Source: an optimization exercise on an open RTL-to-GDS flow (aim: a short achievable clock period and few clock cycles). Production flows keep margins and buffers that such runs may drop. The RTL was checked by simulation tests, not by an equivalence proof against the original design. Power figures rest on the tool's default switching activity, not on a simulated workload.

==> harbor: inputs <==
## CPU
module CPU (
    input clk,
    input rst,
    input [31:0] im_data_out,
    input [31:0] dm_data_out,
    output [13:0] im_addr,
    output [3:0] dm_write_en,
    output [13:0] dm_addr,
    output [31:0] dm_data_in
);
Settings: LEC_CHECK=0, CAP_MARGIN=20, CELL_PAD_IN_SITES_DETAIL_PLACEMENT=1, CELL_PAD_IN_SITES_GLOBAL_PLACEMENT=1, CORE_MARGIN=2, CORE_UTILIZATION=25, PLACE_DENSITY=0.45, SETUP_SLACK_MARGIN=4.5, SLEW_MARGIN=20; clock period 8.0 ns.
run.sh (not shown) runs the stock make flow with config.mk's settings and CLKGATE_MAP_FILE= SYNTH_SCRIPT=/design/flow/synth_recipe.tcl, a recipe that flattens the netlist after the stock synthesis.
==> tundra (differences from harbor) <==
--- a/flow/design.v
+++ b/flow/design.v
@@ -1046,10 +1046,11 @@
 logic [13:0] o_dm_addr;
 logic [3:0]  o_we_n;
 logic [31:0] o_wdata;
 logic [31:0] rf [1:31];
 logic [31:0] x_result, ld_data;
+logic [31:0] w_res, w_data;
 logic [15:2] f_out;
 assign im_addr     = f_out;
 assign dm_addr     = o_dm_addr;
 assign dm_write_en = o_we_n;
 assign dm_data_in  = o_wdata;
@@ -1102,12 +1103,12 @@
 logic xm1, xm2, mm1, mm2, lm1, lm2;
 assign xm1 = x_valid & x_wrnz & (x_rd == rs1);
 assign xm2 = x_valid & x_wrnz & (x_rd == rs2);
 assign mm1 = m_wrnz & (m_rd == rs1);
 assign mm2 = m_wrnz & (m_rd == rs2);
-assign lm1 = w_wrnz & w_ld & (w_rd == rs1);
-assign lm2 = w_wrnz & w_ld & (w_rd == rs2);
+assign lm1 = w_wrnz & (w_rd == rs1);
+assign lm2 = w_wrnz & (w_rd == rs2);
 logic d_haz;
 assign d_haz = (d_use1 & ((x_ldnz & (x_rd == rs1)) | (m_ldnz & (m_rd == rs1)))) |
                (d_use2 & ((x_ldnz & (x_rd == rs2)) | (m_ldnz & (m_rd == rs2))));
 logic d_useimm;
 assign d_useimm = ~(d_op | d_br);
@@ -1130,13 +1131,13 @@
         rv2 = rv2 | ({32{dec2[i]}} & rf[i]);
     end
 end
 logic [31:0] fa, fb, fo;
 assign fa = ({32{s1r}} & rv1) | ({32{s1x}} & x_result) |
-            ({32{s1m}} & m_res) | ({32{s1l}} & ld_data);
+            ({32{s1m}} & m_res) | ({32{s1l}} & w_data);
 assign fb = ({32{s2r}} & rv2) | ({32{s2x}} & x_result) |
-            ({32{s2m}} & m_res) | ({32{s2l}} & ld_data);
+            ({32{s2m}} & m_res) | ({32{s2l}} & w_data);
 assign fo = d_useimm ? d_aimm : fb;
 logic d_jf, d_pd;
 logic [31:0] d_pdt;
 assign d_jf  = d_jalr & xm1 & x_r_t;
 assign d_pd  = (d_jal & ~(inst[31:12] == 20'h00400)) | (d_br & inst[31]) | d_jf;
@@ -1251,10 +1252,11 @@
         2'd2: ld_byte = dm_data_out[23:16];
         default: ld_byte = dm_data_out[31:24];
     endcase
 end
 assign ld_data = w_lb ? {{24{ld_byte[7]}}, ld_byte} : dm_data_out;
+assign w_data  = w_ld ? ld_data : w_res;
 always_ff @(posedge clk or posedge rst) begin
     if (rst) begin
         F       <= 32'd0;
         pcd     <= 32'd0;
         dvalid  <= 1'b0;
@@ -1350,22 +1352,21 @@
     m_rd     <= x_rd;
     m_lb     <= x_sb;
     m_off    <= sum[1:0];
     o_dm_addr <= sum[15:2];
     o_wdata  <= st_data;
+    w_res    <= m_res;
     w_rd     <= m_rd;
     w_lb     <= m_lb;
     w_off    <= m_off;
 end
 always_ff @(posedge clk or posedge rst) begin
     if (rst) begin
         for (int i = 1; i < 32; i++) rf[i] <= 32'd0;
     end else begin
         for (int i = 1; i < 32; i++) begin
-            if (m_wrnz && !m_ld && m_rd == 5'(i))
-                rf[i] <= m_res;
-            else if (w_wrnz && w_ld && w_rd == 5'(i))
-                rf[i] <= ld_data;
+            if (w_wrnz && w_rd == 5'(i))
+                rf[i] <= w_data;
         end
     end
 end
 endmodule
CAP_MARGIN = 40   (was 20)
CELL_PAD_IN_SITES_DETAIL_PLACEMENT = unset   (was 1)
CELL_PAD_IN_SITES_GLOBAL_PLACEMENT = unset   (was 1)
SETUP_SLACK_MARGIN = 4.2   (was 4.5)
SLEW_MARGIN = 40   (was 20)
==> qor summary <==
Outcome: harbor failed layout checks; tundra finished clean
Reasons for failing layout checks: harbor max-capacitance violations, max-slew violations; tundra -
Global routing usage summed across all routing layers: harbor 0.3350; tundra 0.2767
Power of the sequential group: harbor 14.2 mW; tundra 14.0 mW
Worst slew margin: harbor -0.07501; tundra 0.3661
Initial antenna violation count: harbor 72; tundra 47
Flip-flop and latch count: harbor 1949; tundra 1981
Site row count: harbor 243; tundra 232
Sequential cell area fraction in the yosys report: harbor 0.4387; tundra 0.4887
Switching power: harbor 14.19 mW; tundra 13.68 mW
Placed cell count: harbor 17900; tundra 15390
Core area: harbor 437500 um^2; tundra 398300 um^2
Critical path endpoint: harbor f_out[15]$_SDFF_PP0_; tundra x_op2[12]$_DFF_P_
Fraction of cell area in non-clock buffers: harbor 0.09089; tundra 0.07768
Vias in the first global route: harbor 112000; tundra 88760
Syn Inst Count: harbor 12740; tundra 10460
Initial Utilization: harbor 0.2508; tundra 0.2506
Number of CTS-inserted buffers: harbor 243; tundra 232
Tap cell count: harbor 5757; tundra 5265
Max-cap viol count: harbor 1; tundra 0
Post-route total power: harbor 36.66 mW; tundra 36.08 mW
Area growth, synth to finish: harbor 27.29%; tundra 25.94%
Post-cts repair resize count: harbor 1171; tundra 746
Testbench counts of harbor, summed over its fixed seeds: cycles 117,341.
Testbench counts of tundra, summed over its fixed seeds: cycles 117,341.

[separate check: timing with driven ports]
In the flow no input, the clock included, has a driving cell. The finished layouts below were timed again as built, in two steps.
Step 1, drivers: a clkbuf_16 drives clk and a buf_2 each remaining input, both assumed.
Step 2 times the ports against the registers' clock, not the clock port: input delays grow and output delays shrink by t, the midpoint of the rising clock arrivals with the driver on.
a / b / c = ideal ports / drivers / drivers and shift; a / b = the first two.
| run | shift t [ns] | setup slack, ns | latest minus earliest clock arrival (ns) | pins driven straight from the clock port |
|---|---|---|---|---|
| harbor | 1.093 | 3.842 / 3.842 / 2.861 | 0.093 / 0.093 | 1 |
| tundra | 1.036 | 4.077 / 4.101 / 3.065 | 0.141 / 0.140 | 1 |
The setup slack of tundra, which loses most, moves by +0.024 ns with the drivers and by -1.012 ns with both steps.
